This is an optimization exercise on Yosys and OpenROAD, whose aim is small area and a short achievable clock period, not a production implementation. RTL that was checked went through simulation tests only; none was proved equivalent to the original. The RTL of runs 2 to 7 was laid out without a check of its function. Power is estimated from default activity; no workload was simulated.

$ cat flow/run.sh
#!/bin/bash
# synth_recipe.tcl (not shown) runs the flow's synth.tcl, then flattens the netlist and writes it again
# the make line also repeats each setting of config.mk as NAME=value (left out here)
make -C /OpenROAD-flow-scripts/flow DESIGN_CONFIG=/design/flow/config.mk WORK_HOME=/design/flow/orfs CLKGATE_MAP_FILE= SYNTH_SCRIPT=/design/flow/synth_recipe.tcl finish
$ cat flow/config.mk
export PLATFORM = sky130hd
export DESIGN_NAME = axis_fifo
export DESIGN_NICKNAME = axis_fifo
export VERILOG_FILES = /design/flow/design.v
export SDC_FILE = /design/flow/constraint.sdc
export NUM_CORES = 4
export LEC_CHECK = 0
export CAP_MARGIN = 20
export CORE_MARGIN = 2
export CORE_UTILIZATION = 65
export CTS_CLUSTER_DIAMETER = 60
export CTS_CLUSTER_SIZE = 30
export PLACE_DENSITY = 0.75
export SETUP_SLACK_MARGIN = 4.0
export SLEW_MARGIN = 20
$ cat flow/design.v
module axis_fifo
#(
    parameter DATA_WIDTH  = 32,  
    parameter FIFO_DEPTH  = 32   
)
(
    input  logic                      clk_i,
    input  logic                      arstn_i,
    input  logic [DATA_WIDTH   - 1:0] s_axis_tdata_i,
    input  logic                      s_axis_tvalid_i,
    input  logic                      s_axis_tlast_i,
    input  logic [DATA_WIDTH/8 - 1:0] s_axis_tuser_i,
    input  logic [DATA_WIDTH/8 - 1:0] s_axis_tkeep_i,
    output logic                      s_axis_tready_o,
    input  logic                      m_axis_tready_i,
    output logic [DATA_WIDTH   - 1:0] m_axis_tdata_o,
    output logic                      m_axis_tvalid_o,
    output logic                      m_axis_tlast_o
    ,
    output logic [DATA_WIDTH/8 - 1:0] m_axis_tuser_o
    ,
    output logic [DATA_WIDTH/8 - 1:0] m_axis_tkeep_o
);
    localparam ADDR_WIDTH = $clog2(FIFO_DEPTH);
    localparam NSTORE     = FIFO_DEPTH - 2;      
    localparam UW = DATA_WIDTH/8;
    localparam KW = DATA_WIDTH/8;
    localparam W = DATA_WIDTH + 1 + UW + KW;     
    logic [W - 1:0] in_s;
    logic [W - 1:0] head_q;
    assign in_s[DATA_WIDTH - 1:0] = s_axis_tdata_i;
    assign in_s[DATA_WIDTH]       = s_axis_tlast_i;
    assign m_axis_tdata_o         = head_q[DATA_WIDTH - 1:0];
    assign m_axis_tlast_o         = head_q[DATA_WIDTH];
    assign in_s[DATA_WIDTH + 1 +: UW] = s_axis_tuser_i;
    assign m_axis_tuser_o             = head_q[DATA_WIDTH + 1 +: UW];
    assign in_s[DATA_WIDTH + 1 + UW +: KW] = s_axis_tkeep_i;
    assign m_axis_tkeep_o                  = head_q[DATA_WIDTH + 1 + UW +: KW];
    logic                    valid_q;    
    logic                    nfull_q;    
    logic                    snfull_q;   
    logic                    sfull_q;    
    logic                    ofull_q;    
    logic                    ovalid_q;   
    logic                    le1_q;      
    logic [NSTORE - 1:0]     sel_q;      
    logic                    par_q;
    logic wr_s, rd_s, up_s, dn_s, nfull_d;
    logic sh_s, hold_s;
    assign wr_s = s_axis_tvalid_i & nfull_q;
    assign rd_s = m_axis_tready_i & valid_q;
    assign up_s = wr_s & ~rd_s;
    assign dn_s = rd_s & ~wr_s;
    assign nfull_d = rd_s | (nfull_q & ~(sel_q[NSTORE - 2] & wr_s));
    assign sh_s   = s_axis_tvalid_i & snfull_q;
    assign hold_s = ~s_axis_tvalid_i | sfull_q;
    assign s_axis_tready_o = ~ofull_q;
    assign m_axis_tvalid_o = ovalid_q;
    always_ff @(posedge clk_i or negedge arstn_i) begin
        if (!arstn_i) begin
            valid_q <= 1'b0;
            nfull_q <= 1'b1;
            snfull_q <= 1'b1;
            sfull_q  <= 1'b0;
            ofull_q  <= 1'b0;
            ovalid_q <= 1'b0;
            le1_q   <= 1'b1;
            sel_q   <= '0;
            par_q   <= 1'b0;
        end else begin
            valid_q <= wr_s | (valid_q & ~(m_axis_tready_i & le1_q));
            nfull_q <= nfull_d;
            snfull_q <= rd_s | (~sfull_q & ~(sel_q[NSTORE - 2] & wr_s));
            sfull_q  <= ~nfull_d;
            ofull_q  <= ~rd_s & (ofull_q | (sel_q[NSTORE - 2] & wr_s));
            ovalid_q <= wr_s | (ovalid_q & ~(m_axis_tready_i & le1_q));
            le1_q   <= ~valid_q | (le1_q & ~up_s) | (sel_q[0] & dn_s);
            if (up_s)
                sel_q <= {sel_q[NSTORE - 2:0], valid_q & le1_q};
            else if (dn_s)
                sel_q <= {1'b0, sel_q[NSTORE - 1:1]};
            par_q   <= ~par_q;
        end
    end
    logic [W - 1:0] store_q [NSTORE];
    logic [W - 1:0] enc_s;
    assign enc_s = in_s ^ {W{par_q}};
    always_ff @(posedge clk_i) begin
        store_q[0] <= ~((enc_s | {W{hold_s}}) & (store_q[0] | {W{sh_s}}));
        for (int i = 1; i < NSTORE; i++)
            store_q[i] <= ~((store_q[i - 1] | {W{hold_s}}) & (store_q[i] | {W{sh_s}}));
    end
    logic [W - 1:0] rdmux_s;
    always_comb begin
        rdmux_s = '0;
        for (int i = 0; i < NSTORE; i++)
            rdmux_s = rdmux_s | (store_q[i] & {W{sel_q[i]}});
    end
    always_ff @(posedge clk_i or negedge arstn_i) begin
        if (!arstn_i)
            head_q <= '0;
        else if (~valid_q | m_axis_tready_i)
            head_q <= le1_q ? in_s : (rdmux_s ^ {W{par_q}});
    end
endmodule
$ cat flow/constraint.sdc
create_clock -name core_clock -period 6.5 [get_ports {clk_i}]
set_input_delay 1.3000 -clock core_clock [delete_from_list [all_inputs] [get_ports {clk_i}]]
set_output_delay 1.3000 -clock core_clock [all_outputs]
set_load 0.01 [all_outputs]
==> key figures, run 1 <==
Status
  – Run status: finished clean

STA
  – Worst Clk Skew: ~0.028 ns
  – Post-route setup TNS: 0 ns
  – Measured slew at the worst slew-check pin: 1.266 ns
  – Max-slew violation count: 0
  – Max Clk Rate: around 0.39 GHz
  – Worst setup margin: slightly below 4 ns
  – RSZ-0062 raised after global routing: yes
  – Final hold vios: 0
  – Hold slack: roughly 0.45 ns
  – Setup Viol. Count Final: 0
  – Period minus WS final: 2.574 ns
  – Crit share post-route: 39.60%
  – Relative slew slack: about 16%

Drt
  – Via density: 7.375
  – TritonRoute pass-1 iters: 9
  – Total Routed Length: 138700 um
  – DRT iter0 DRCs: 5556
  – DRC Markers: 0
  – Via count: 36860
  – ANT nets after route: 0
  – Avg WL per Cell: 27.76 um

Logic synthesis
  – Synth Area in XOR/XNOR: less than 1%
  – Post-synth EDFFs: 0
  – Combinational family with the most area after synthesis: compound AO/OA/AOI/OAI gates
  – Post-Synth Simple-Gate Area: ~5.6%
  – Gate Count Post-Synth: 4227
  – Post-synth ARST share: 6.035%
  – Cell Area, Synth: 46150 um^2
  – Sequential-to-total area share from yosys stat: 57.64%
  – Predominant post-synthesis flop cell: dfxtp_1
  – Netlist cell types: 31
  – Mean Syn Cell Area: 10.92 um^2
  – Mapped Nets: around 4300
  – YS warnings: 2
  – Synth Register Bits: 1309
  – Post-synthesis mux area share: 0.6072%
  – Post-synthesis compound-gate area fraction: between 20% and 30%
  – Adder-Cell Fraction of Synth Area: 0.05422%

Finish
  – Nets: between 4000 and 5000
  – Most frequent cells in the layout: o22ai_1 (1230), dfxtp_1 (1230), a22oi_1 (558)
  – Non-Filler Instances: 4997
  – Fin util: 69.24%
  – Fin area: ~49000 um^2
  – P&R area growth vs syn: 5.232%
  – Layout cells sized above 1: 9.467%

GRT
  – Global-route wire length before repair: about 200000 um
  – Largest net degree at the start of global routing: 182
  – Gr ovfl total: 0
  – GRT Overall Usage: 36.02%
  – Vias in the first global route: 33420
  – Initial antenna violation count: 2

Worst setup path
  – Critical Path AT: about 1.3 ns
  – Critical Path Start: head_q[6]
  – Worst-path maximum fanout: 2
  – Worst path slowest cell: dfrtp_1
  – Startpoint Class: flop
  – Setup CP Type: flop to output pin
  – Reg2reg start: sel_q[6]
  – Worst path bufs/invs: 1
  – Critical path, cell by cell: buf_2
  – Slowest cell delay on critical path: 0.46 ns
  – Delay-heaviest family, CP: flip-flops
  – Critical Path Sink Type: output pin
  – Req. time, crit path: 5.20 ns

Power
  – LEAKAGE: roughly 17 nW
  – Int Power: 10.48 mW
  – Sequential power share: 59.9%
  – Sw Ratio: a little over a fifth
  – Net Switching: just under 3 mW
  – Power per cell area: 276.6 nW/um^2
  – Maximum vdd drop: 260.8 uV
  – Clk pwr share: 39.2%
  – Gate power share: 0.9%
  – Final Power: 13.43 mW

Placed design
  – GPL Wtd Cong: just under 0.8
  – DP Worst Slack: 2.515 ns
  – DP HPWL: around 65000 um
  – Placed inst area: 45780 um^2
  – DP Cell Count: 4841
  – Port Buffers: 87

CTS
  – CTS tree: done
  – Clock-pin slew on the worst setup and hold paths: 0.10 ns
  – CTS Sinks: 1309
  – Clock tree buffer depth: 3
  – Root Driver: clkbuf_16
  – H-tree depth: 3
  – Num CTS Buffers: between 70 and 80
  – Worst skew pair latency: ~0.65 ns

Floorplan
  – Die Width: 270.5 um
  – Die area: 73150 um^2
  – Initial Utilization: 65.79%
  – Die extent in y: between 200 and 300 um
  – Core area: 70150 um^2
  – Row cnt: 97
  – I/O pins: just under 90

Run
  – # Max-Cap Violations: 0

Worst hold path
  – Hold Crit Class: flop to flop
  – Hold Crit Start: store_q[23][17]
==> power by group through the flow <==
stage | Combinational, mW | Sequential, mW | Clock [mW]
global placement | 0.120 | 8.23 | 0
global route | 0.124 | 8.05 | 5.58
finish | 0.114 | 8.05 | 5.27
floorplan | 0.0314 | 8.23 | 0
CTS | 0.113 | 8.04 | 5.28
detailed placement | 0.120 | 8.23 | 0
==> repair_timing <==
item | CTS | global route
buffers inserted | 17 | 1
cloned | 7 | 3
hold buffers | 0 | 0
setup endpoints to repair | 1302 | 96
gates resized for setup | 196 | 16
pin swaps | 3 | 0
==> flip-flops by register name, indices dropped and copies added, names as in the netlist <==
register,flops
sfull_q,1
valid_q,1
nfull_q,1
le1_q,1
ovalid_q,1
head_q,41
sel_q,30
ofull_q,1
store_q,1230
snfull_q,1
par_q,1
==> routing by layer <==
metal	GRT usage, %	share of wire [%]	vias to the layer above
met5	0	0	-
li1	-	-	16360
met2	54.56	44	2059
met4	15.32	5.0	0
met1	51.01	41	18010
met3	6.284	10	426
==> cells by family after synthesis <==
group                      count (synthesis)
buffers and inverters                    467
xor gates and xnor gates                  41
muxes                                     28
and+or+nand+nor                          420
DFF                                     1309
adders and majority gates                  2
AOI/OAI and AO/OA                       1960
==> final cells by class <==
| class | instances | area [um^2] |
|---|---|---|
| fillers | 5458 | 21580 |
| flip-flops and latches | 1309 | 26700 |
| repair buffers | 157 | 1699 |
| multi-input cells | 2458 | 16510 |
| diodes | 1 | 2.502 |
| clock buffers | 81 | 1877 |
| well taps | 940 | 1176 |
| clock inverters | 46 | 578.1 |
| inverters | 5 | 18.77 |
==> path summary, 6_finish.rpt <==
kind                            slack, ns  depth (start not counted)                 to
worst max-delay path                 3.93                          1  m_axis_tdata_o[6]
worst max register to register       4.09                          6         head_q[39]
worst min register to register       0.45                          1    store_q[24][17]
max in group asynchronous            4.45                          2           sel_q[3]
worst min-delay path                 0.45                          1    store_q[24][17]
min in group asynchronous            0.71                          1         head_q[32]
==> cells in the mapped netlist, types with 43 or more instances <==
cell type | number | area, um^2
dfrtp_1 | 76 | 1902
nand4_1 | 123 | 769.5
o22ai_1 | 1230 | 7695
buf_2 | 252 | 1261
clkbuf_1 | 45 | 168.9
a22oi_1 | 558 | 4189
buf_6 | 131 | 1475
o21ai_0 | 69 | 345.3
nor2_1 | 83 | 311.6
a21oi_1 | 43 | 215.2
dfxtp_1 | 1230 | 24620
a22oi_2 | 57 | 713.2
==> run 2, diff against run 1 <==
--- a/flow/design.v
+++ b/flow/design.v
@@ -40,8 +40,6 @@
     logic                    nfull_q;    
     logic                    snfull_q;   
     logic                    sfull_q;    
-    logic                    ofull_q;    
-    logic                    ovalid_q;   
     logic                    le1_q;      
     logic [NSTORE - 1:0]     sel_q;      
     logic                    par_q;
@@ -54,16 +52,14 @@
     assign nfull_d = rd_s | (nfull_q & ~(sel_q[NSTORE - 2] & wr_s));
     assign sh_s   = s_axis_tvalid_i & snfull_q;
     assign hold_s = ~s_axis_tvalid_i | sfull_q;
-    assign s_axis_tready_o = ~ofull_q;
-    assign m_axis_tvalid_o = ovalid_q;
+    assign s_axis_tready_o = nfull_q;
+    assign m_axis_tvalid_o = valid_q;
     always_ff @(posedge clk_i or negedge arstn_i) begin
         if (!arstn_i) begin
             valid_q <= 1'b0;
             nfull_q <= 1'b1;
             snfull_q <= 1'b1;
             sfull_q  <= 1'b0;
-            ofull_q  <= 1'b0;
-            ovalid_q <= 1'b0;
             le1_q   <= 1'b1;
             sel_q   <= '0;
             par_q   <= 1'b0;
@@ -72,8 +68,6 @@
             nfull_q <= nfull_d;
             snfull_q <= rd_s | (~sfull_q & ~(sel_q[NSTORE - 2] & wr_s));
             sfull_q  <= ~nfull_d;
-            ofull_q  <= ~rd_s & (ofull_q | (sel_q[NSTORE - 2] & wr_s));
-            ovalid_q <= wr_s | (ovalid_q & ~(m_axis_tready_i & le1_q));
             le1_q   <= ~valid_q | (le1_q & ~up_s) | (sel_q[0] & dn_s);
             if (up_s)
                 sel_q <= {sel_q[NSTORE - 2:0], valid_q & le1_q};
@@ -96,10 +90,8 @@
         for (int i = 0; i < NSTORE; i++)
             rdmux_s = rdmux_s | (store_q[i] & {W{sel_q[i]}});
     end
-    always_ff @(posedge clk_i or negedge arstn_i) begin
-        if (!arstn_i)
-            head_q <= '0;
-        else if (~valid_q | m_axis_tready_i)
+    always_ff @(posedge clk_i) begin
+        if (~valid_q | m_axis_tready_i)
             head_q <= le1_q ? in_s : (rdmux_s ^ {W{par_q}});
     end
 endmodule
--- a/flow/config.mk
+++ b/flow/config.mk
@@ -7,9 +7,8 @@
 export LEC_CHECK = 0
 export CAP_MARGIN = 20
 export CORE_MARGIN = 2
-export CORE_UTILIZATION = 65
+export CORE_UTILIZATION = 40
 export CTS_CLUSTER_DIAMETER = 60
 export CTS_CLUSTER_SIZE = 30
-export PLACE_DENSITY = 0.75
-export SETUP_SLACK_MARGIN = 4.0
+export SETUP_SLACK_MARGIN = 4.2
 export SLEW_MARGIN = 20
==> run 2 against run 1 <==
  * Cell count grew 11%
  * Largest cell class unchanged
  * Highest routed layer is now met5
  * Sequential power about the same
  * Count of clock-buffer cells in the layout is 9 higher
  * Core utilization decreased by 23 points
  * Still clean
  * Largest power group unchanged
==> key figures, run 2 <==
Drt
  – ANT nets after route: 0 (unchanged)
  – Via count: 37400 (+1.5%)
  – Total Routed Length: 166800 um (+20%)
  – DRC Markers: 0 (unchanged)
  – TritonRoute pass-1 iters: 8 (-1)
  – Via density: 6.745 (-8.5%)
  – DRT iter0 DRCs: 5556 (unchanged)
  – Avg WL per Cell: 30.08 um (+8.4%)

Logic synthesis
  – Synth Register Bits: 1307 (-0.15%)
  – Post-synthesis compound-gate area fraction: 30.05% (+1.5 points)
  – Post-synth ARST share: 2.754% (-3.3 points)
  – Mean Syn Cell Area: 10.75 um^2 (-1.5%)
  – Synth Area in XOR/XNOR: 0.8125% (+0.034 points)
  – Post-synthesis mux area share: 0.6342% (+0.027 points)
  – Combinational family with the most area after synthesis: compound AO/OA/AOI/OAI gates
  – Area leader, netlist: dfxtp_1
  – Netlist cell types: 31 (unchanged)
  – Post-Synth Simple-Gate Area: 3.663% (-1.9 points)
  – Post-synth EDFFs: 41 (+41)
  – Top post-synthesis cells by count: dfxtp_1 (1230), o22ai_1 (1230), a22oi_1 (495), clkbuf_1 (384), nand2_1 (121)
  – Gate Count Post-Synth: 4110 (-2.8%)
  – Adder-Cell Fraction of Synth Area: 0.05662% (+0.0024 points)
  – Sequential-to-total area share from yosys stat: 60.55% (+2.9 points)
  – Post-synth top area share: 55.72% (+2.4 points)
  – Cell Area, Synth: 44190 um^2 (-4.2%)
  – Mapped Nets: 4157 (-2.7%)
  – YS warnings: 2 (unchanged)
  – Predominant post-synthesis flop cell: dfxtp_1
  – Area contributors post-synth: dfxtp_1 (56%), o22ai_1 (17%), a22oi_1 (8.4%), clkbuf_1 (3.3%), edfxtp_1 (2.8%)

GRT
  – Global-route wire length before repair: 227400 um (+11%)
  – Gr ovfl total: 0 (unchanged)
  – GRT Overall Usage: 26.91% (-9.1 points)
  – Vias in the first global route: 32940 (-1.4%)
  – Initial antenna violation count: 5 (+3)
  – Largest net degree at the start of global routing: 163 (-10%)

STA
  – Final hold vios: 0 (unchanged)
  – Post-route setup TNS: 0 ns (unchanged)
  – Measured slew at the worst slew-check pin: 1.077 ns (-0.1893 ns)
  – Max Clk Rate: 0.3625 GHz (-6.7%)
  – Worst Clk Skew: 0.02470 ns (-0.003738 ns)
  – Max-slew violation count: 0 (unchanged)
  – Hold slack: 0.4461 ns (-0.004747 ns)
  – Period minus WS final: 2.759 ns (+0.1850 ns)
  – Setup Viol. Count Final: 0 (unchanged)
  – Relative slew slack: 28.19% (+13 points)
  – RSZ-0062 raised after global routing: yes
  – Crit share post-route: 42.45% (+2.8 points)
  – Worst setup margin: 3.741 ns (-0.1850 ns)

Worst setup path
  – Critical Path AT: 1.46 ns (+0.19 ns)
  – Worst path bufs/invs: 1 (unchanged)
  – Worst-path maximum fanout: 1 (-1)
  – Startpoint Class: flop
  – Delay-heaviest family, CP: flip-flops
  – Critical Path Sink Type: output pin
  – Req. time, crit path: 5.20 ns (about the same)
  – Path length in cells of the critical path: 1 (unchanged)
  – Critical path, cell by cell: buf_2
  – Setup CP Type: flop to output pin
  – Slowest cell delay on critical path: 0.57 ns (+0.11 ns)
  – Worst path slowest cell: edfxtp_1
  – Worst r2r path cells: 6 (unchanged)

Finish
  – Most frequent cells in the layout: o22ai_1 (1230), dfxtp_1 (1230), a22oi_1 (495)
  – Layout fillers: 10040 (+84%)
  – Fin area: 50810 um^2 (+4.6%)
  – Biggest regs: store_q: 1230 flops, head_q: 41 flops, sel_q: 30 flops
  – Nets: 4048 (-0.025%)
  – Reg with most FFs: store_q
  – P&R area growth vs syn: 14.97%
  – Layout cells sized above 1: 11.71% (+2.2 points)
  – Max reg flops: 1230 (unchanged)

Floorplan
  – Die area: 113200 um^2 (+55%)
  – Row cnt: 121 (+25%)
  – Die extent in y: 336.4 um (+24%)
  – I/O pins: 88 (unchanged)
  – Initial Utilization: 40.49% (-25 points)
  – Core area: 109200 um^2 (+56%)
  – Die Width: 336.4 um (+24%)

CTS
  – CTS tree: done
  – CTS Sinks: 1307 (-0.15%)
  – Root Driver: clkbuf_16
  – Clock tree buffer depth: 3 (unchanged)
  – Worst skew pair latency: 0.67 ns (+0.02 ns)
  – H-tree depth: 3 (unchanged)
  – Clock-pin slew on the worst setup and hold paths: 0.10 ns (about the same)
  – Num CTS Buffers: 78 (+9.9%)

Power
  – Power per cell area: 275.8 nW/um^2 (-0.27%)
  – LEAKAGE: 18.20 nW (+5.3%)
  – Maximum vdd drop: 152.7 uV (-41%)

Placed design
  – Placed inst area: 45780 um^2 (about the same)
  – DP Worst Slack: 2.759 ns (+0.2441 ns)
  – DP HPWL: 69950 um (+7.0%)
  – GPL Wtd Cong: 0.7832 (-1.2%)
  – Port Buffers: 87 (unchanged)

Status
  – Run status: finished clean

Run
  – # Max-Cap Violations: 0 (unchanged)

Worst hold path
  – Hold depth: 1 (unchanged)
  – Hold Crit Class: flop to flop
run 2: changes by cell type in the layout (fill, tap and decap cells not counted), sizes merged, moves of 42 or more:
cell,previous run,this run
buf,111,208
a22oi,615,495
a21oi,43,0
nor2,83,26
dfrtp,76,33
a221oi,0,60
nand2,43,121
nand3b,42,0
a22o,0,60
run 2: worst register-to-register path, delay by kind of cell, from the launching register on:
kind	cells	cell delay, ns
AOI/OAI and AO/OA	3	0.73
buffers and inverters	1	0.20
and+or+nand+nor	2	0.60
DFF	1	0.52
run 2: kinds of logic (layout without fill, tap and decap cells):
family / Yosys count / count (layout)
multiplexers: 28 / 28
AO/OA/AOI/OAI: 1944 / 1944
XOR/XNOR: 41 / 41
adder cells (fa/ha/maj): 2 / 2
AND/OR/NAND/NOR: 331 / 337
other: 0 / 4
buffers and inverters: 457 / 406
flip-flops: 1307 / 1307
run 2: timing repair:
item / 4_1_cts / 5_1_grt
buffers inserted: 69 / 44
setup endpoints to repair: 1343 / 553
gates cloned: 9 / 5
hold buffers: 0 / 0
resized for setup: 223 / 53
pin swaps: 2 / 9
run 2: cell type report:
| type | count | area, um^2 | area share (%) |
|---|---|---|---|
| Sequential cell | 1307 | 26880 | 52.90 |
| Multi-Input combinational cell | 2352 | 15840 | 31.18 |
| Timing Repair Buffer | 257 | 3347 | 6.587 |
| Clock buffer | 90 | 2165 | 4.260 |
| Tap cell | 1476 | 1847 | 3.635 |
| Clock inverter | 54 | 700.7 | 1.379 |
| Inverter | 5 | 18.77 | 0.03694 |
| Antenna cell | 4 | 10.01 | 0.01970 |
run 2: routing by layer:
metal | share of wire (%) | wire [um] | track usage (%)
met1 | 41 | 68950 | 38.18
met3 | 11 | 18510 | 4.573
met4 | 4.2 | 7066 | 10.35
met2 | 43 | 72090 | 40.78
met5 | 0.11 | 179 | 0
run 2: final timing paths:
check                                startpoint                end  slack, ns
worst max-delay path                 head_q[34]  m_axis_tuser_o[1]       3.74
worst min-delay path            store_q[16][26]    store_q[17][26]       0.45
min in group asynchronous               arstn_i          sel_q[15]       0.77
worst min register to register  store_q[16][26]    store_q[17][26]       0.45
worst max register to register        sel_q[18]         head_q[18]       4.21
max in group asynchronous               arstn_i          sel_q[17]       5.05
run 2: report_power, final:
| group | total (mW) | switching, mW | internal, mW |
|---|---|---|---|
| logic | 0.0998 | 0.0477 | 0.0521 |
| clock network | 5.85 | 3.14 | 2.71 |
| registers | 8.06 | 0.00569 | 8.06 |
run 2: metrics by stage:
| step | std cells | util (%) | power, mW |
|---|---|---|---|
| floorplan | 4110 | - | 8.278 |
| global placement | 5270 | 41.94 | 8.360 |
| detailed placement | 5270 | 41.94 | 8.359 |
| CTS | 5492 | 45.66 | 14.06 |
| global route | 5541 | 46.54 | 14.36 |
| finish | 5545 | 46.55 | 14.01 |
==> run 3, diff against run 2 <==
--- a/flow/config.mk
+++ b/flow/config.mk
@@ -5,6 +5,7 @@
 export SDC_FILE = /design/flow/constraint.sdc
 export NUM_CORES = 4
 export LEC_CHECK = 0
+export ABC_AREA = 1
 export CAP_MARGIN = 20
 export CORE_MARGIN = 2
 export CORE_UTILIZATION = 40
==> run 3 against run 2 <==
  * Worst hold slack lost 0.022 ns
  * Critical path type unchanged
  * Count of clock-buffer cells in the layout grew 10
  * Sequential power grew 120%
  * Synthesized area grew 11%
  * Via count grew 7.8%
  * Die area grew 11%
  * Flip-flop and latch count is the same
  * Final area grew 4.7%
  * Global-route usage shrank 5.0 points
  * Largest cell class unchanged
  * Fmax grew 2.7%
  * Register-to-register slack gained 0.03 ns
  * Critical path depth is the same
==> key figures, run 3 <==
Status
  – Run status: finished clean

Logic synthesis
  – YS warnings: 2 (unchanged)
  – Post-synth EDFFs: 41 (unchanged)
  – Adder-Cell Fraction of Synth Area: 0.05092% (-0.0057 points)
  – Sequential-to-total area share from yosys stat: 54.45% (-6.1 points)
  – Gate Count Post-Synth: 5844 (+42%)
  – Mapped Nets: 5891 (+42%)
  – Post-synthesis compound-gate area fraction: 16.46% (-14 points)
  – Area leader, netlist: dfxtp_1
  – Area contributors post-synth: dfxtp_1 (50%), nand2_1 (16%), o22ai_1 (16%), buf_6 (2.9%), buf_2 (2.7%)
  – Cell Area, Synth: 49150 um^2 (+11%)
  – Count leader, synth: nand2_1
  – Combinational family with the most area after synthesis: simple AND/OR/NAND/NOR gates
  – Synth Area in XOR/XNOR: 0.7128% (-0.10 points)
  – Post-synth top area share: 50.10% (-5.6 points)
  – Netlist cell types: 30 (-3.2%)
  – Synth Register Bits: 1307 (unchanged)
  – Predominant post-synthesis flop cell: dfxtp_1
  – Post-synth ARST share: 2.754% (unchanged)
  – Top post-synthesis cells by count: nand2_1 (2144), dfxtp_1 (1230), o22ai_1 (1229), nor2_1 (304), buf_2 (269)
  – Post-Synth Simple-Gate Area: 21.25% (+18 points)
  – Mean Syn Cell Area: 8.410 um^2 (-22%)
  – Post-synthesis mux area share: 0% (-0.63 points)

CTS
  – Clock tree buffer depth: 3 (unchanged)
  – CTS Sinks: 1307 (unchanged)
  – Worst skew pair latency: 0.69 ns (+0.02 ns)
  – Root Driver: clkbuf_16
  – H-tree depth: 3 (unchanged)
  – CTS tree: done
  – Num CTS Buffers: 81 (+3.8%)
  – Clock-pin slew on the worst setup and hold paths: 0.11 ns (about the same)

Drt
  – Via count: 40310 (+7.8%)
  – Via density: 5.502 (-18%)
  – Max Used Layer: met5
  – ANT nets after route: 0 (unchanged)
  – Avg WL per Cell: 20.76 um (-31%)
  – DRC Markers: 0 (unchanged)
  – DRT iter0 DRCs: 3936 (-29%)
  – Met3 wire len: 10110 um (-45%)
  – Total Routed Length: 152100 um (-8.8%)
  – Metal-1 WL: 71910 um (+4.3%)
  – TritonRoute pass-1 iters: 6 (-2)
  – Met2 wire len: 67120 um (-6.9%)

GRT
  – Initial antenna violation count: 6 (+1)
  – GRT Overall Usage: 21.92% (-5.0 points)
  – Global-route wire length before repair: 216600 um (-4.8%)
  – Largest net degree at the start of global routing: 156 (-4.3%)
  – Gr ovfl total: 0 (unchanged)
  – Vias in the first global route: 35300 (+7.2%)

STA
  – Measured slew at the worst slew-check pin: 1.011 ns (-0.06653 ns)
  – Max-slew violation count: 0 (unchanged)
  – RSZ-0062 raised after global routing: yes
  – Crit share post-route: 41.33% (-1.1 points)
  – Max Clk Rate: 0.3723 GHz (+2.7%)
  – Worst Clk Skew: 0.03555 ns (+0.01085 ns)
  – Relative slew slack: 32.63% (+4.4 points)
  – Period minus WS final: 2.686 ns (-0.07274 ns)
  – Post-route setup TNS: 0 ns (unchanged)
  – Final hold vios: 0 (unchanged)
  – Setup Viol. Count Final: 0 (unchanged)

Floorplan
  – Core area: 121900 um^2 (+12%)
  – Die area: 125700 um^2 (+11%)
  – I/O pins: 88 (unchanged)
  – Die Width: 354.5 um (+5.4%)
  – Initial Utilization: 40.33% (-0.16 points)
  – Die extent in y: 354.5 um (+5.4%)
  – Row cnt: 128 (+5.8%)

Worst setup path
  – Worst r2r path cells: 9 (+3)
  – Path length in cells of the critical path: 1 (unchanged)
  – Worst path slowest cell: dfstp_2
  – Slowest cell delay on critical path: 0.60 ns (+0.03 ns)
  – Critical Path Start: nfull_q
  – Startpoint Class: flop
  – Critical Path AT: 1.39 ns (-0.07 ns)
  – Critical path, cell by cell: buf_6
  – Reg2reg start: sel_q[27]
  – Worst setup path end: s_axis_tready_o
  – Reg-to-reg endpoint: head_q[11]
  – Setup CP Type: flop to output pin
  – Req. time, crit path: 5.20 ns (about the same)
  – Worst path bufs/invs: 1 (unchanged)
  – R2R Setup Slk: 4.24 ns (+0.03 ns)
  – Critical Path Sink Type: output pin
  – Delay-heaviest family, CP: flip-flops
  – Worst-path maximum fanout: 2 (+1)

Finish
  – Nets: 5684 (+40%)
  – Biggest regs: store_q: 1230 flops, head_q: 41 flops, sel_q: 30 flops
  – Layout cells sized above 1: 7.857% (-3.9 points)
  – Antenna fix cells: 0 (-4)
  – Reg with most FFs: store_q
  – P&R area growth vs syn: 8.218%
  – Max reg flops: 1230 (unchanged)
  – Fin util: 43.64% (-2.9 points)
  – Commonest non-fill, non-tap cell in the layout: nand2_1
  – Most frequent cells in the layout: nand2_1 (2140), dfxtp_1 (1230), o22ai_1 (1229)

Run
  – # Max-Cap Violations: 0 (unchanged)

Worst hold path
  – Hold Crit Class: flop to flop

Power
  – Final Power: 34.39 mW (+150%)
  – Maximum vdd drop: 362.6 uV (+140%)
  – Power per cell area: 646.6 nW/um^2 (+130%)
  – LEAKAGE: 22.70 nW (+25%)

Placed design
  – GPL Wtd Cong: 0.7593 (-3.1%)
  – DP HPWL: 70420 um (+0.66%)
  – Port Buffers: 87 (unchanged)
-- run 3: worst min-delay path by stage --
stage / cells past startpoint / to / slack [ns] / from
3_5_place_dp: 1 / snfull_q / 0.43 / sfull_q
3_3_place_gp: 1 / snfull_q / 0.42 / sfull_q
4_1_cts: 1 / snfull_q / 0.42 / sfull_q
2_1_floorplan: 1 / snfull_q / 0.40 / sfull_q
5_1_grt: 1 / store_q[29][4] / 0.46 / store_q[29][4]
6_report: 1 / snfull_q / 0.42 / sfull_q
-- run 3: per-stage QoR --
stage | worst slack, ns | hold WS (ns) | std cells | area (um^2)
6_report | 3.814 | 0.4238 | 7327 | 53190
5_1_grt | 3.771 | 0.4612 | 7327 | 53190
4_1_cts | 3.788 | 0.4169 | 7302 | 52650
3_5_place_dp | 2.575 | 0.4310 | 7137 | 49460
3_3_place_gp | 2.592 | 0.4233 | 7137 | 49460
2_1_floorplan | 4.185 | 0.4034 | 5844 | 49170
-- run 3: timing repair --
item | 4_1_cts | 5_1_grt
gates resized for setup | 217 | 21
endpoints found under the setup margin | 1344 | 653
pin swaps | 1 | 2
hold buffers | 0 | 0
gates cloned | 9 | 3
hold endpoints to repair | 0 | 0
buffers inserted | 8 | 22
-- run 3: worst reg2reg max path, cell delays in order, from the launching register on --
cell,delay (ns)
dfrtp_4,0.64
buf_6,0.31
nand2_1,0.13
nand2_1,0.05
nor2_1,0.13
nand2_1,0.10
nor2_1,0.13
nand3_1,0.09
nand3_1,0.31
nand2_1,0.09
-- run 3: area by class of cell --
type                    instances  area, um^2
fillers                     12000       68690
flip-flops and latches       1307       26870
multi-input cells            4002       18990
clock buffers                 100        2265
repair buffers                162        2044
well taps                    1625        2033
clock inverters                48       629.4
inverters                      80       326.6
repair inverters                3       26.28
-- run 3: power by group --
| group | switching (mW) | internal (mW) |
|---|---|---|
| Combinational | 6.60 | 4.53 |
| Clock | 3.07 | 2.83 |
| Sequential | 4.86 | 12.5 |
| Total | 14.5 | 19.9 |
-- run 3: kinds of logic (layout without fill, tap and decap cells) --
group | Yosys count | count (layout)
flip-flops | 1307 | 1307
AND/OR/NAND/NOR | 2665 | 2667
AO/OA/AOI/OAI | 1293 | 1293
adder cells (fa/ha/maj) | 2 | 2
XOR/XNOR | 40 | 40
buffers and inverters | 537 | 393
-- run 3: metal layers --
metal / vias up / track usage [%]
met4: 8 / 4.407
met5: - / 0
met1: 19230 / 31.91
li1: 19630 / -
met3: 195 / 2.946
met2: 1255 / 34.66
==> run 4, diff against run 3 <==
--- a/flow/config.mk
+++ b/flow/config.mk
@@ -5,11 +5,11 @@
 export SDC_FILE = /design/flow/constraint.sdc
 export NUM_CORES = 4
 export LEC_CHECK = 0
-export ABC_AREA = 1
 export CAP_MARGIN = 20
 export CORE_MARGIN = 2
-export CORE_UTILIZATION = 40
+export CORE_UTILIZATION = 65
 export CTS_CLUSTER_DIAMETER = 60
 export CTS_CLUSTER_SIZE = 30
+export PLACE_DENSITY = 0.75
 export SETUP_SLACK_MARGIN = 4.2
 export SLEW_MARGIN = 20
==> run 4 against run 3 <==
  * Highest routed layer unchanged
  * Critical endpoint is now m_axis_tdata_o[8]
  * Critical path type unchanged
  * Sequential share of layout area up 4.2 points
  * Synthesized cell count shrank 30%
  * Count of clock-buffer cells in the layout is 22 lower
==> key figures, run 4 <==
Drt
  – Total Routed Length: 147600 um (-2.9%)
  – Via density: 7.794 (+42%)
  – Avg WL per Cell: 30.17 um (+45%)
  – TritonRoute pass-1 iters: 7 (+1)
  – Via count: 38150 (-5.4%)
  – DRC Markers: 0 (unchanged)
  – ANT nets after route: 0 (unchanged)
  – DRT iter0 DRCs: 6264 (+59%)

Finish
  – Sequential Area: 26860 um^2 (about the same)
  – Nets: 4015 (-29%)
  – Reg with most FFs: store_q
  – Layout fillers: 4639 (-61%)
  – Max reg flops: 1230 (unchanged)
  – P&R area growth vs syn: 11.11%
  – Most frequent cells in the layout: o22ai_1 (1230), dfxtp_1 (1230), a22oi_1 (495)
  – Multi-input logic area: 15760 um^2 (-17%)
  – Antenna fix cells: 0 (unchanged)
  – Layout cells sized above 1: 10.45% (+2.6 points)
  – Biggest regs: store_q: 1230 flops, head_q: 41 flops, sel_q: 30 flops

Logic synthesis
  – Netlist cell types: 31 (+3.3%)
  – Post-synth top area share: 55.72% (+5.6 points)
  – Post-synth ARST share: 2.754% (unchanged)
  – Predominant post-synthesis flop cell: dfxtp_1
  – Area contributors post-synth: dfxtp_1 (56%), o22ai_1 (17%), a22oi_1 (8.4%), clkbuf_1 (3.3%), edfxtp_1 (2.8%)
  – Gate Count Post-Synth: 4110 (-30%)
  – Post-synth EDFFs: 41 (unchanged)
  – Sequential-to-total area share from yosys stat: 60.55% (+6.1 points)
  – Cell Area, Synth: 44190 um^2 (-10%)
  – Mean Syn Cell Area: 10.75 um^2 (+28%)
  – Mapped Nets: 4157 (-29%)
  – Area leader, netlist: dfxtp_1
  – Top post-synthesis cells by count: dfxtp_1 (1230), o22ai_1 (1230), a22oi_1 (495), clkbuf_1 (384), nand2_1 (121)
  – Synth Register Bits: 1307 (unchanged)
  – YS warnings: 2 (unchanged)

CTS
  – Root Driver: clkbuf_16
  – CTS Sinks: 1307 (unchanged)
  – Clock tree buffer depth: 3 (unchanged)
  – Num CTS Buffers: 66 (-19%)
  – H-tree depth: 3 (unchanged)
  – Clock-pin slew on the worst setup and hold paths: 0.11 ns (about the same)
  – Worst skew pair latency: 0.66 ns (-0.03 ns)
  – Hold buffer count at cts: 0 (unchanged)
  – CTS tree: done

Worst setup path
  – Worst-path maximum fanout: 1 (-1)
  – Critical path, cell by cell: buf_2
  – Delay-heaviest family, CP: flip-flops
  – Req. time, crit path: 5.20 ns (about the same)
  – R2R Setup Slk: 4.11 ns (-0.13 ns)
  – Critical Path Start: head_q[8]
  – Worst path bufs/invs: 1 (unchanged)
  – Worst setup path end: m_axis_tdata_o[8]
  – Startpoint Class: flop
  – Worst r2r path cells: 5 (-4)
  – Critical Path Sink Type: output pin
  – Critical Path AT: 1.36 ns (-0.03 ns)
  – Setup CP Type: flop to output pin
  – Slowest cell delay on critical path: 0.51 ns (-0.09 ns)
  – Path length in cells of the critical path: 1 (unchanged)
  – Reg-to-reg endpoint: head_q[27]
  – Reg2reg start: sel_q[29]
  – Worst path slowest cell: edfxtp_1

Placed design
  – DP HPWL: 72170 um (+2.5%)
  – GPL Wtd Cong: 0.8984 (+18%)
  – Port Buffers: 87 (unchanged)

Run
  – # Max-Cap Violations: 0 (unchanged)

STA
  – Period minus WS final: 2.659 ns (-0.02711 ns)
  – Max-slew violation count: 0 (unchanged)
  – Setup Viol. Count Final: 0 (unchanged)
  – Max Clk Rate: 0.3761 GHz (+1.0%)
  – Final hold vios: 0 (unchanged)
  – Measured slew at the worst slew-check pin: 1.084 ns (+0.07345 ns)
  – Crit share post-route: 40.91% (-0.42 points)
  – Hold slack: 0.4542 ns (+0.03041 ns)
  – Worst Clk Skew: 0.02369 ns (-0.01187 ns)
  – RSZ-0062 raised after global routing: yes
  – Post-route setup TNS: 0 ns (unchanged)
  – Relative slew slack: 27.73% (-4.9 points)

Floorplan
  – I/O pins: 88 (unchanged)
  – Die Width: 264.8 um (-25%)
  – Row cnt: 95 (-26%)
  – Initial Utilization: 65.69% (+25 points)
  – Die area: 70100 um^2 (-44%)
  – Die extent in y: 264.8 um (-25%)
  – Core area: 67280 um^2 (-45%)

Power
  – LEAKAGE: 17.84 nW (-21%)
  – Power per cell area: 272.6 nW/um^2 (-58%)
  – Final Power: 13.39 mW (-61%)
  – Maximum vdd drop: 223.6 uV (-38%)

Status
  – Run status: finished clean

GRT
  – Global-route wire length before repair: 210400 um (-2.9%)
  – Initial antenna violation count: 1 (-5)
  – Largest net degree at the start of global routing: 180 (+15%)
  – GRT Overall Usage: 38.86% (+17 points)
  – Vias in the first global route: 34530 (-2.2%)
  – Gr ovfl total: 0 (unchanged)

Worst hold path
  – Hold Crit Class: flop to flop
-- run 4: what timing repair did --
action	in CTS	in global routing
gates cloned	7	12
setup endpoints to repair	1375	891
gates resized for setup	257	59
buffers inserted	42	23
pin swaps	1	4
-- run 4: area by class of cell --
cell class	instances	share of cell area (%)
sequential	1307	54.70
inverter	5	0.05351
timing repair buffer	237	5.942
multi-input combinational	2351	32.09
tap	873	2.224
clock buffer	78	3.842
clock inverter	43	1.147
-- run 4: through the flow --
step / worst slack [ns] / util, % / cell area, um^2 / cells
finish: 3.841 / 72.99 / 49110 / 4894
global route: 3.815 / 72.99 / 49110 / 4894
detailed placement: 2.720 / 67.13 / 45160 / 4689
floorplan: 3.989 / - / 44430 / 4110
CTS: 3.821 / 71.81 / 48310 / 4859
global placement: 2.799 / 67.13 / 45160 / 4689
-- run 4: where the power goes --
part           switching (mW)  leakage, nW  total [mW]  internal [mW]
clock network            2.83         1.20        5.22           2.39
registers             0.00479         12.1        8.06           8.06
logic                  0.0475         4.49       0.100         0.0525
total                    2.89         17.8        13.4           10.5
-- run 4: layer usage --
layer,share of wire (%),up-vias,GRT usage [%]
li1,-,16220,-
met1,38,18570,52.60
met2,44,2717,58.97
met3,12,641,8.054
met4,6.2,2,20.66
met5,0.0088,-,0
-- run 4: worst register-to-register path, stage by stage (launching register included) --
cell and delay [ns]:
dfrtp_2 0.56, buf_6 0.30, a22oi_1 0.45, nand3_1 0.15, or4_1 0.51, o221a_2 0.17
-- run 4: cells by family (layout without fill, tap and decap cells) --
family / after synthesis / in the layout / synth area share [%]
flops: 1307 / 1307 / 60.55
mux: 28 / 28 / 0.6342
buf+inv: 457 / 363 / 4.230
xor+xnor: 41 / 41 / 0.8125
simple gates: 331 / 336 / 3.663
fa+ha+maj: 2 / 2 / 0.05661
compound gates: 1944 / 1944 / 30.05
-- run 4: worst min path at each step --
stage                     cells after the start             from              end
after CTS                                     1    store_q[6][7]    store_q[7][7]
after detailed placement                      1  store_q[16][29]  store_q[17][29]
after global placement                        1   store_q[16][2]   store_q[17][2]
final                                         1   store_q[22][5]   store_q[23][5]
after global routing                          1   store_q[4][34]   store_q[5][34]
after floorplan                               1    store_q[9][0]   store_q[10][0]
==> run 5, diff against run 4 <==
--- a/flow/design.v
+++ b/flow/design.v
@@ -90,8 +90,10 @@
         for (int i = 0; i < NSTORE; i++)
             rdmux_s = rdmux_s | (store_q[i] & {W{sel_q[i]}});
     end
-    always_ff @(posedge clk_i) begin
-        if (~valid_q | m_axis_tready_i)
+    always_ff @(posedge clk_i or negedge arstn_i) begin
+        if (!arstn_i)
+            head_q <= '0;
+        else if (~valid_q | m_axis_tready_i)
             head_q <= le1_q ? in_s : (rdmux_s ^ {W{par_q}});
     end
 endmodule
==> run 5 against run 4 <==
  * Synthesized cell count up 2.7%
  * Clock power up 3%
  * Worst hold slack worse by 0.013 ns
  * Worst setup slack better by 0.047 ns
  * Global-route usage down 2.4 points
  * Critical endpoint is now s_axis_tready_o
  * Largest cell class unchanged
  * Total power up 0.91%
  * Critical path type unchanged
  * Count of clock-buffer cells in the layout up 3
  * Register-to-register slack better by 0.07 ns
  * Cell count up 2.3%
==> key figures, run 5 <==
CTS
  – Hold buffer count at cts: 0 (unchanged)
  – CTS Sinks: 1307 (unchanged)
  – Num CTS Buffers: 69 (+4.5%)
  – H-tree depth: 3 (unchanged)
  – Worst skew pair latency: 0.67 ns (about the same)
  – CTS tree: done
  – Clock-pin slew on the worst setup and hold paths: 0.11 ns (about the same)
  – Root Driver: clkbuf_16
  – Clock tree buffer depth: 3 (unchanged)

Logic synthesis
  – Sequential-to-total area share from yosys stat: 58.19% (-2.4 points)
  – Synth Register Bits: 1307 (unchanged)
  – Predominant post-synthesis flop cell: dfxtp_1
  – Mean Syn Cell Area: 10.81 um^2 (+0.51%)
  – Cell Area, Synth: 45630 um^2 (+3.2%)
  – Mapped Nets: 4269 (+2.7%)
  – YS warnings: 2 (unchanged)
  – Top post-synthesis cells by count: dfxtp_1 (1230), o22ai_1 (1230), a22oi_1 (605), buf_2 (264), nand4_1 (123)
  – Area contributors post-synth: dfxtp_1 (54%), o22ai_1 (17%), a22oi_1 (10%), dfrtp_1 (4.1%), buf_2 (2.9%)
  – Post-synth top area share: 53.96% (-1.8 points)
  – Netlist cell types: 33 (+6.5%)
  – Area leader, netlist: dfxtp_1
  – Gate Count Post-Synth: 4222 (+2.7%)
  – Post-synth ARST share: 5.891% (+3.1 points)
  – Post-synth EDFFs: 0 (-100%)

Floorplan
  – I/O pins: 88 (unchanged)
  – Die Width: 269.0 um (+1.6%)
  – Row cnt: 97 (+2.1%)
  – Die area: 72330 um^2 (+3.2%)
  – Core area: 69790 um^2 (+3.7%)
  – Die extent in y: 269.0 um (+1.6%)
  – Initial Utilization: 65.39% (-0.30 points)

Drt
  – TritonRoute pass-1 iters: 7 (unchanged)
  – Via density: 7.467 (-4.2%)
  – DRT iter0 DRCs: 5446 (-13%)
  – ANT nets after route: 0 (unchanged)
  – Avg WL per Cell: 28.13 um (-6.7%)
  – DRC Markers: 0 (unchanged)
  – Via count: 37400 (-1.9%)
  – Total Routed Length: 140900 um (-4.6%)

GRT
  – Initial antenna violation count: 0 (-1)
  – GRT Overall Usage: 36.41% (-2.4 points)
  – Global-route wire length before repair: 201700 um (-4.1%)
  – Gr ovfl total: 0 (unchanged)
  – Largest net degree at the start of global routing: 194 (+7.8%)
  – Vias in the first global route: 32910 (-4.7%)

Finish
  – Max reg flops: 1230 (unchanged)
  – Fin area: 48750 um^2 (-0.73%)
  – P&R area growth vs syn: 6.828%
  – Nets: 4062 (+1.2%)
  – Most frequent cells in the layout: o22ai_1 (1230), dfxtp_1 (1230), a22oi_1 (605)
  – Reg with most FFs: store_q
  – Biggest regs: store_q: 1230 flops, head_q: 41 flops, sel_q: 30 flops
  – Layout cells sized above 1: 8.776% (-1.7 points)
  – Layout fillers: 5298 (+14%)

Power
  – Final Power: 13.51 mW (+0.91%)
  – Power per cell area: 277.1 nW/um^2 (+1.7%)
  – LEAKAGE: 17.47 nW (-2.1%)
  – Maximum vdd drop: 278.8 uV (+25%)

Worst hold path
  – Hold depth: 1 (unchanged)
  – Hold Crit Class: flop to flop

STA
  – Post-route setup TNS: 0 ns (unchanged)
  – Setup Viol. Count Final: 0 (unchanged)
  – Final hold vios: 0 (unchanged)
  – Max-slew violation count: 0 (unchanged)
  – Max Clk Rate: 0.3829 GHz (+1.8%)
  – Period minus WS final: 2.612 ns (-0.04743 ns)
  – Measured slew at the worst slew-check pin: 1.175 ns (+0.09129 ns)
  – Crit share post-route: 40.18% (-0.73 points)
  – Relative slew slack: 21.64% (-6.1 points)
  – RSZ-0062 raised after global routing: yes
  – Worst Clk Skew: 0.04095 ns (+0.01727 ns)

Worst setup path
  – Worst path slowest cell: dfstp_2
  – Worst-path maximum fanout: 3 (+2)
  – Worst r2r path cells: 6 (+1)
  – Critical path, cell by cell: buf_6
  – R2R Setup Slk: 4.18 ns (+0.07 ns)
  – Setup CP Type: flop to output pin
  – Slowest cell delay on critical path: 0.57 ns (+0.06 ns)
  – Reg2reg start: sel_q[3]
  – Critical Path Sink Type: output pin
  – Reg-to-reg endpoint: head_q[31]
  – Delay-heaviest family, CP: flip-flops
  – Req. time, crit path: 5.20 ns (about the same)
  – Worst setup path end: s_axis_tready_o
  – Startpoint Class: flop
  – Worst path bufs/invs: 1 (unchanged)
  – Critical Path AT: 1.31 ns (-0.05 ns)
  – Path length in cells of the critical path: 1 (unchanged)
  – Critical Path Start: nfull_q

Run
  – # Max-Cap Violations: 0 (unchanged)

Placed design
  – DP HPWL: 65760 um (-8.9%)
  – Port Buffers: 87 (unchanged)
  – GPL Wtd Cong: 0.7888 (-12%)
  – Placed inst area: 45440 um^2 (+0.62%)

Status
  – Run status: finished clean
==> run 5: cell count changes in the layout (fill, tap and decap cells not counted), moves of 42 or more <==
cell / delta
nand3b_1: +42
a22oi_1: +110
a22o_1: -60
nand2_1: -78
nor2_1: +53
==> run 5: cell type report <==
cell class              instances  area (um^2)  area share [%]
flip-flops and latches       1307        26650           54.66
multi-input cells            2456        16280           33.39
repair buffers                177         2123           4.356
clock buffers                  81         1864           3.825
well taps                     940         1176           2.413
clock inverters                43        641.9           1.317
inverters                       4        15.01         0.03080
diodes                          1        2.502        0.005134
==> run 5: worst min path at each step <==
stage	from	end	slack, ns
after CTS	store_q[16][6]	store_q[17][6]	0.45
after detailed placement	store_q[10][17]	store_q[11][17]	0.44
after global placement	store_q[8][17]	store_q[9][17]	0.43
final	store_q[28][6]	store_q[29][6]	0.44
after global routing	store_q[12][6]	store_q[13][6]	0.46
after floorplan	store_q[9][12]	store_q[10][12]	0.42
==> run 5: routing by layer <==
metal,GRT usage (%),wire [um]
met1,54.08,57720
met2,53.50,60850
met3,6.365,16690
met4,12.70,5644
met5,0,0
==> run 5: kinds of logic after synthesis <==
family                   share of synthesized area [%]
flip-flops                                       58.19
AND/OR/NAND/NOR                                  5.640
multiplexers                                    0.6142
XOR/XNOR                                        0.7870
adder cells (fa/ha/maj)                        0.05483
AO/OA/AOI/OAI                                    28.33
buffers and inverters                            6.375
==> run 5: timing repair <==
item / 4_1_cts / 5_1_grt
setup endpoints to repair: 1345 / 977
cloned: 7 / 13
gates resized for setup: 212 / 34
buffers inserted: 22 / 5
pin swaps: 1 / 1
==> run 5: per-stage QoR <==
step	worst slack (ns)	hold WS [ns]	util, %	instances
after floorplan	4.179	0.4239	-	4222
after global placement	2.524	0.4293	65.12	4837
after detailed placement	2.471	0.4395	65.12	4837
after CTS	3.867	0.4462	69.10	4990
after global routing	3.851	0.4562	69.85	5008
final	3.888	0.4416	69.85	5009
==> run 5: power by group <==
| part | internal [mW] | switching (mW) |
|---|---|---|
| sequential | 8.02 | 0.0129 |
| clock | 2.51 | 2.84 |
| combinational | 0.0578 | 0.0587 |
==> run 6, diff against run 5 <==
--- a/flow/design.v
+++ b/flow/design.v
@@ -38,8 +38,7 @@
     assign m_axis_tkeep_o                  = head_q[DATA_WIDTH + 1 + UW +: KW];
     logic                    valid_q;    
     logic                    nfull_q;    
-    logic                    snfull_q;   
-    logic                    sfull_q;    
+    logic                    full_q;     
     logic                    le1_q;      
     logic [NSTORE - 1:0]     sel_q;      
     logic                    par_q;
@@ -50,24 +49,22 @@
     assign up_s = wr_s & ~rd_s;
     assign dn_s = rd_s & ~wr_s;
     assign nfull_d = rd_s | (nfull_q & ~(sel_q[NSTORE - 2] & wr_s));
-    assign sh_s   = s_axis_tvalid_i & snfull_q;
-    assign hold_s = ~s_axis_tvalid_i | sfull_q;
+    assign sh_s   = s_axis_tvalid_i & nfull_q;
+    assign hold_s = ~s_axis_tvalid_i | full_q;
     assign s_axis_tready_o = nfull_q;
     assign m_axis_tvalid_o = valid_q;
     always_ff @(posedge clk_i or negedge arstn_i) begin
         if (!arstn_i) begin
             valid_q <= 1'b0;
             nfull_q <= 1'b1;
-            snfull_q <= 1'b1;
-            sfull_q  <= 1'b0;
+            full_q  <= 1'b0;
             le1_q   <= 1'b1;
             sel_q   <= '0;
             par_q   <= 1'b0;
         end else begin
             valid_q <= wr_s | (valid_q & ~(m_axis_tready_i & le1_q));
             nfull_q <= nfull_d;
-            snfull_q <= rd_s | (~sfull_q & ~(sel_q[NSTORE - 2] & wr_s));
-            sfull_q  <= ~nfull_d;
+            full_q  <= ~nfull_d;
             le1_q   <= ~valid_q | (le1_q & ~up_s) | (sel_q[0] & dn_s);
             if (up_s)
                 sel_q <= {sel_q[NSTORE - 2:0], valid_q & le1_q};
@@ -90,10 +87,8 @@
         for (int i = 0; i < NSTORE; i++)
             rdmux_s = rdmux_s | (store_q[i] & {W{sel_q[i]}});
     end
-    always_ff @(posedge clk_i or negedge arstn_i) begin
-        if (!arstn_i)
-            head_q <= '0;
-        else if (~valid_q | m_axis_tready_i)
+    always_ff @(posedge clk_i) begin
+        if (~valid_q | m_axis_tready_i)
             head_q <= le1_q ? in_s : (rdmux_s ^ {W{par_q}});
     end
 endmodule
==> flow/config.mk (replaced) <==
export PLATFORM = sky130hd
export DESIGN_NAME = axis_fifo
export DESIGN_NICKNAME = axis_fifo
export VERILOG_FILES = /design/flow/design.v
export SDC_FILE = /design/flow/constraint.sdc
export NUM_CORES = 4
export LEC_CHECK = 0
export CAP_MARGIN = 20
export CORE_MARGIN = 2
export CORE_UTILIZATION = 40
export SETUP_SLACK_MARGIN = 0.2
export SLEW_MARGIN = 20
==> run 6 against run 5 <==
  * Worst hold slack improved by 0.00094 ns
  * Global-route usage shrank 12 points
  * Cell count up 10%
  * Flip-flop and latch count down 1
==> key figures, run 6 <==
Power
  – Power per cell area: 314.9 nW/um^2 (+14%)
  – Clk pwr share: 48.1% (+8.4 points)
  – Maximum vdd drop: 239.1 uV (-14%)
  – Final Power: 15.74 mW (+17%)
  – Sw Ratio: 20.19% (-1.4 points)
  – LEAKAGE: 17.84 nW (+2.1%)
  – Sequential power share: 51.2% (-8.3 points)
  – Gate power share: 0.7% (-0.2 points)
  – Int Power: 12.56 mW (+19%)
  – Net Switching: 3.179 mW (+9.0%)

Floorplan
  – Die Width: 336.3 um (+25%)
  – I/O pins: 88 (unchanged)
  – Die area: 113100 um^2 (+56%)
  – Core area: 109200 um^2 (+56%)
  – Row cnt: 121 (+25%)
  – Die extent in y: 336.3 um (+25%)
  – Initial Utilization: 40.47% (-25 points)

Finish
  – Layout fillers: 10200 (+93%)
  – Fin util: 45.81% (-24 points)
  – P&R area growth vs syn: 13.19%
  – Reg with most FFs: store_q
  – Biggest regs: store_q: 1230 flops, head_q: 41 flops, sel_q: 30 flops
  – Most frequent cells in the layout: o22ai_1 (1230), dfxtp_1 (1230), a22oi_1 (535)
  – Max reg flops: 1230 (unchanged)
  – Nets: 3987 (-1.8%)
  – Antenna fix cells: 0 (-1)
  – Layout cells sized above 1: 7.946% (-0.83 points)

STA
  – Measured slew at the worst slew-check pin: 1.215 ns (+0.03988 ns)
  – Max-slew violation count: 0 (unchanged)
  – Worst Clk Skew: 0.02330 ns (-0.01765 ns)
  – Worst setup margin: 2.976 ns (-0.9126 ns)
  – Period minus WS final: 3.524 ns (+0.9126 ns)
  – Setup Viol. Count Final: 0 (unchanged)
  – Max Clk Rate: 0.2837 GHz (-26%)
  – Post-route setup TNS: 0 ns (unchanged)
  – RSZ-0062 raised after global routing: no
  – Crit share post-route: 54.22% (+14 points)
  – Final hold vios: 0 (unchanged)
  – Relative slew slack: 18.98% (-2.7 points)

Logic synthesis
  – Synth Area in XOR/XNOR: 0.8129% (+0.026 points)
  – Top post-synthesis cells by count: dfxtp_1 (1230), o22ai_1 (1230), a22oi_1 (535), clkbuf_1 (388), nand2_1 (135)
  – Sequential-to-total area share from yosys stat: 60.52% (+2.3 points)
  – Area leader, netlist: dfxtp_1
  – YS warnings: 2 (unchanged)
  – Predominant post-synthesis flop cell: dfxtp_1
  – Combinational family with the most area after synthesis: compound AO/OA/AOI/OAI gates
  – Post-synth EDFFs: 41 (+41)
  – Cell Area, Synth: 44170 um^2 (-3.2%)
  – Mapped Nets: 4176 (-2.2%)
  – Area contributors post-synth: dfxtp_1 (56%), o22ai_1 (17%), a22oi_1 (9.1%), clkbuf_1 (3.3%), edfxtp_1 (2.8%)
  – Adder-Cell Fraction of Synth Area: 0.05665% (+0.0018 points)
  – Post-synth ARST share: 2.680% (-3.2 points)
  – Gate Count Post-Synth: 4129 (-2.2%)
  – Post-synthesis mux area share: 0.6345% (+0.020 points)
  – Mean Syn Cell Area: 10.70 um^2 (-1.0%)
  – Synth Register Bits: 1306 (-0.077%)
  – Post-synthesis compound-gate area fraction: 29.99% (+1.7 points)
  – Netlist cell types: 33 (unchanged)
  – Post-Synth Simple-Gate Area: 3.767% (-1.9 points)
  – Post-synth top area share: 55.74% (+1.8 points)

GRT
  – Initial antenna violation count: 0 (unchanged)
  – Gr ovfl total: 0 (unchanged)
  – Global-route wire length before repair: 210700 um (+4.5%)
  – GRT Overall Usage: 24.34% (-12 points)
  – Vias in the first global route: 32840 (-0.22%)
  – Largest net degree at the start of global routing: 256 (+32%)

Worst setup path
  – Setup CP Type: input pin to flop
  – Critical Path AT: 4.09 ns (+2.78 ns)
  – Reg2reg start: le1_q
  – Startpoint Class: input pin
  – Critical Path Start: s_axis_tvalid_i
  – Critical Path Sink Type: flop
  – Req. time, crit path: 7.07 ns (+1.87 ns)
  – Worst-path maximum fanout: 145 (+142)

CTS
  – Postcts setup bufs: 0 (-100%)
  – Root Driver: clkbuf_16
  – Clock tree buffer depth: 3 (unchanged)
  – Num CTS Buffers: 131 (+90%)
  – # resized after CTS: 0 (-100%)
  – CTS tree: done
  – Worst skew pair latency: 0.72 ns (+0.05 ns)
  – H-tree depth: 4 (+1)
  – CTS Sinks: 1306 (-0.077%)
  – Hold buffer count at cts: 0 (unchanged)
  – Clock-pin slew on the worst setup and hold paths: 0.06 ns (-0.05 ns)

Run
  – # Max-Cap Violations: 0 (unchanged)

Placed design
  – DP HPWL: 68620 um (+4.3%)
  – DP Worst Slack: 2.304 ns (-0.1670 ns)
  – GPL Wtd Cong: 0.7663 (-2.9%)
  – Port Buffers: 87 (unchanged)

Drt
  – DRT iter0 DRCs: 4283 (-21%)
  – ANT nets after route: 0 (unchanged)
  – TritonRoute pass-1 iters: 6 (-1)
  – DRC Markers: 0 (unchanged)
  – Via density: 6.467 (-13%)
  – Total Routed Length: 143000 um (+1.5%)
  – Via count: 35670 (-4.6%)
  – Avg WL per Cell: 25.92 um (-7.9%)

Worst hold path
  – Hold Crit Start: store_q[8][32]
  – Hold Crit Class: flop to flop

Status
  – Run status: finished clean
==> run 6: layout make-up <==
type	instances	area [um^2]	share of cell area [%]
timing repair buffer	130	1351	2.702
tap	1476	1847	3.693
inverter	5	26.28	0.05255
sequential	1306	26850	53.70
clock buffer	207	4098	8.195
clock inverter	26	225.2	0.4504
multi-input combinational	2366	15610	31.21
==> run 6: worst max-delay path: stages <==
cell,delay (ns)
clkdlybuf4s50_1,0.54
nand2_1,0.19
inv_8,0.51
buf_12,0.55
buf_12,0.52
o22ai_1,0.18
==> run 6: power groups by stage <==
stage / sequential, mW / combinational [mW] / clock (mW)
4_1_cts: 8.06 / 0.110 / 7.67
3_3_place_gp: 8.24 / 0.110 / 0
5_1_grt: 8.06 / 0.115 / 8.00
2_1_floorplan: 8.25 / 0.0237 / 0
3_5_place_dp: 8.24 / 0.109 / 0
6_report: 8.06 / 0.109 / 7.57
==> run 6: kinds of logic (layout without fill, tap and decap cells) <==
| logic type | count (synthesis) | after routing |
|---|---|---|
| AOI/OAI and AO/OA | 1948 | 1948 |
| xor gates and xnor gates | 41 | 41 |
| adders and majority gates | 2 | 2 |
| buffers and inverters | 457 | 368 |
| DFF | 1306 | 1306 |
| muxes | 28 | 28 |
| and+or+nand+nor | 347 | 347 |
==> run 6: stage by stage <==
step                area, um^2  std cells  hold slack, ns
CTS                      50000       5516          0.4376
detailed placement       45680       5283          0.4379
floorplan                44170       4129          0.4238
global placement         45680       5283          0.4298
global route             50000       5516          0.4565
finish                   50000       5516          0.4426
==> run 6: path summary, 6_finish.rpt <==
kind                       cells after the start  slack [ns]              end
min in group asynchronous                      1        0.71           full_q
max reg2reg                                    4        3.21       head_q[29]
max                                            6        2.98  store_q[27][21]
min reg2reg                                    1        0.44   store_q[9][32]
max in group asynchronous                      1        5.07        sel_q[15]
min                                            1        0.44   store_q[9][32]
==> run 6: layer usage <==
metal,track usage [%],share of wire (%)
met1,35.41,45
met2,37.46,45
met3,3.339,7.7
met4,7.137,2.4
met5,0,0
==> run 7, diff against run 6 <==
--- a/flow/design.v
+++ b/flow/design.v
@@ -40,15 +40,15 @@
     logic                    nfull_q;    
     logic                    full_q;     
     logic                    le1_q;      
-    logic [NSTORE - 1:0]     sel_q;      
+    logic [ADDR_WIDTH - 1:0] idx_q;      
     logic                    par_q;
-    logic wr_s, rd_s, up_s, dn_s, nfull_d;
+    logic wr_s, rd_s, eq2_s, eq30_s, nfull_d;
     logic sh_s, hold_s;
-    assign wr_s = s_axis_tvalid_i & nfull_q;
-    assign rd_s = m_axis_tready_i & valid_q;
-    assign up_s = wr_s & ~rd_s;
-    assign dn_s = rd_s & ~wr_s;
-    assign nfull_d = rd_s | (nfull_q & ~(sel_q[NSTORE - 2] & wr_s));
+    assign wr_s   = s_axis_tvalid_i & nfull_q;
+    assign rd_s   = m_axis_tready_i & valid_q;
+    assign eq2_s  = (idx_q == ADDR_WIDTH'(0));
+    assign eq30_s = (idx_q == ADDR_WIDTH'(FIFO_DEPTH - 4));
+    assign nfull_d = rd_s | (nfull_q & ~(eq30_s & wr_s));
     assign sh_s   = s_axis_tvalid_i & nfull_q;
     assign hold_s = ~s_axis_tvalid_i | full_q;
     assign s_axis_tready_o = nfull_q;
@@ -59,17 +59,18 @@
             nfull_q <= 1'b1;
             full_q  <= 1'b0;
             le1_q   <= 1'b1;
-            sel_q   <= '0;
+            idx_q   <= ADDR_WIDTH'(-2);
             par_q   <= 1'b0;
         end else begin
             valid_q <= wr_s | (valid_q & ~(m_axis_tready_i & le1_q));
             nfull_q <= nfull_d;
             full_q  <= ~nfull_d;
-            le1_q   <= ~valid_q | (le1_q & ~up_s) | (sel_q[0] & dn_s);
-            if (up_s)
-                sel_q <= {sel_q[NSTORE - 2:0], valid_q & le1_q};
-            else if (dn_s)
-                sel_q <= {1'b0, sel_q[NSTORE - 1:1]};
+            le1_q   <= ~valid_q | (le1_q & ~(wr_s & ~m_axis_tready_i))
+                                | (eq2_s & m_axis_tready_i & ~wr_s);
+            if (wr_s & ~rd_s)
+                idx_q <= idx_q + ADDR_WIDTH'(1);
+            else if (rd_s & ~wr_s)
+                idx_q <= idx_q - ADDR_WIDTH'(1);
             par_q   <= ~par_q;
         end
     end
@@ -85,7 +86,7 @@
     always_comb begin
         rdmux_s = '0;
         for (int i = 0; i < NSTORE; i++)
-            rdmux_s = rdmux_s | (store_q[i] & {W{sel_q[i]}});
+            rdmux_s = rdmux_s | (store_q[i] & {W{idx_q == ADDR_WIDTH'(i)}});
     end
     always_ff @(posedge clk_i) begin
         if (~valid_q | m_axis_tready_i)
==> run 7 against run 6 <==
  * Critical path depth increased by 2
  * Synthesized area increased by 4.3%
  * Clock power increased by 3.2%
  * Highest routed layer is now met5
==> key figures, run 7 <==
Worst setup path
  – Setup CP Type: flop to flop
  – Req. time, crit path: 6.99 ns (-0.08 ns)
  – Critical Path Sink Type: flop
  – Critical Path AT: 4.64 ns (+0.55 ns)
  – Worst path slowest cell: dfstp_4

STA
  – Final hold vios: 0 (unchanged)
  – Max Clk Rate: 0.2408 GHz (-15%)
  – Period minus WS final: 4.153 ns (+0.6290 ns)

Logic synthesis
  – Predominant post-synthesis flop cell: dfxtp_1
  – Cell Area, Synth: 46070 um^2 (+4.3%)
  – Area leader, netlist: dfxtp_1
  – Top post-synthesis cells by count: o22ai_1 (1284), dfxtp_1 (1230), clkbuf_1 (332), a22oi_1 (269), nand2_1 (106)
  – Mapped Nets: 4354 (+4.3%)
  – YS warnings: 2 (unchanged)
  – Post-synth EDFFs: 41 (unchanged)

GRT
  – Busiest grt layer: met2
  – Largest net degree at the start of global routing: 238 (-7.0%)
  – Gr ovfl total: 0 (unchanged)
  – Initial antenna violation count: 9 (+9)
  – Met2 global-route usage: 43.19% (+5.7 points)

Finish
  – Multi-input logic area: 18220 um^2 (+17%)
  – Fin util: 46.07% (+0.26 points)
  – Reg with most FFs: store_q
  – Biggest regs: store_q: 1230 flops, head_q: 41 flops, idx_q: 5 flops

Status
  – Run status: finished clean

Power
  – Net Switching: 3.327 mW (+4.6%)

CTS
  – Worst skew pair latency: 0.76 ns (+0.04 ns)
  – CTS tree: done
  – Postcts setup bufs: 0 (unchanged)
  – Clock tree buffer depth: 3 (unchanged)
  – Num CTS Buffers: 134 (+2.3%)
  – Hold buffer count at cts: 0 (unchanged)

Placed design
  – Placed inst area: 48170 um^2 (+5.4%)

Drt
  – Total Routed Length: 182900 um (+28%)
-- run 7: cell types whose count changed after synthesis, moves of 25 or more --
cell / change
o221a_2: -26
a21oi_1: +29
nand2_1: -29
nor3_1: -27
mux2i_1: +72
mux2_2: +61
a32oi_1: +29
buf_2: +25
a22oi_1: -266
o22ai_1: +54
dfrtp_1: -29
nand4_1: -45
nand3b_1: +31
clkbuf_1: -56
-- run 7: worst register-to-register path, stage by stage (launching register included) --
cell	delay, ns
dfstp_4	1.18
buf_12	0.48
and4b_1	0.63
buf_4	0.43
a22oi_1	0.23
nand4b_1	0.13
nor4_1	0.54
nand2_1	0.11
o221a_2	0.15
-- run 7: through the flow --
| step | power (mW) | hold WS, ns |
|---|---|---|
| final | 15.84 | 0.4397 |
| after CTS | 15.89 | 0.4331 |
| after floorplan | 8.112 | 0.4192 |
| after global placement | 8.201 | 0.4283 |
| after detailed placement | 8.200 | 0.4384 |
| after global routing | 16.22 | 0.4563 |
-- run 7: final timing paths --
check / endpoint / depth (start not counted) / startpoint / slack (ns)
max in group asynchronous: par_q / 1 / arstn_i / 4.96
min in group asynchronous: valid_q / 1 / arstn_i / 0.98
setup / recovery: head_q[38] / 8 / idx_q[3] / 2.35
setup reg to reg: head_q[38] / 8 / idx_q[3] / 2.35
hold reg to reg: store_q[15][1] / 1 / store_q[14][1] / 0.44
hold / removal: store_q[15][1] / 1 / store_q[14][1] / 0.44
-- run 7: final cells by class --
| cell class | count | share of cell area [%] |
|---|---|---|
| tap | 1512 | 3.592 |
| clock inverter | 31 | 0.5463 |
| multi-input combinational | 2553 | 34.58 |
| timing repair buffer | 197 | 3.577 |
| inverter | 13 | 0.09264 |
| clock buffer | 214 | 7.993 |
| sequential | 1281 | 49.60 |
| antenna | 3 | 0.01425 |
-- run 7: logic make-up after synthesis --
logic type	Yosys count	share of synthesized area (%)
adders and majority gates	7	0.1901
xor gates and xnor gates	47	0.8935
buffers and inverters	468	4.378
DFF	1281	56.68
and+or+nand+nor	424	5.627
muxes	178	4.494
AOI/OAI and AO/OA	1897	27.74
-- run 7: power groups by stage --
| stage | Combinational, mW | Sequential (mW) | Clock, mW |
|---|---|---|---|
| final | 0.105 | 7.92 | 7.81 |
| after global routing | 0.111 | 7.91 | 8.19 |
| after CTS | 0.107 | 7.92 | 7.86 |
| after detailed placement | 0.106 | 8.09 | 0 |
| after global placement | 0.106 | 8.09 | 0 |
| after floorplan | 0.0227 | 8.09 | 0 |
-- run 7: per-layer routing --
layer	vias up	part of all wire [%]
met1	19490	40
met4	10	7.2
met2	2528	42
met3	626	11
met5	-	0.037
li1	17090	-

-- separate check: timing with driven ports --
How much do the figures lean on ideal ports? The routed layouts below were timed once more, with nothing changed but the port constraints.
Step 1, drivers: a clkbuf_16 drives clk_i and a buf_2 each remaining input, both assumed.
Step 2 also shifts input and output timing later by t, the mid clock arrival at the registers, as if the neighbouring blocks saw the same clock.
Three values: ideal, step 1, step 2; two values: the first two.
run | t (ns) | slack for setup (ns)
run 1 | 0.710 | 3.926 / 3.860 / 3.289
run 2 | 0.726 | 3.741 / 3.669 / 3.529
run 3 | 0.737 | 3.814 / 3.743 / 3.624
run 4 | 0.708 | 3.841 / 3.773 / 3.525
run 5 | 0.710 | 3.888 / 3.822 / 3.583
run 6 | 0.774 | 2.976 / 3.018 / 2.243
run 7 | 0.819 | 2.347 / 2.347 / 2.347
After both steps every run listed still meets setup and hold.
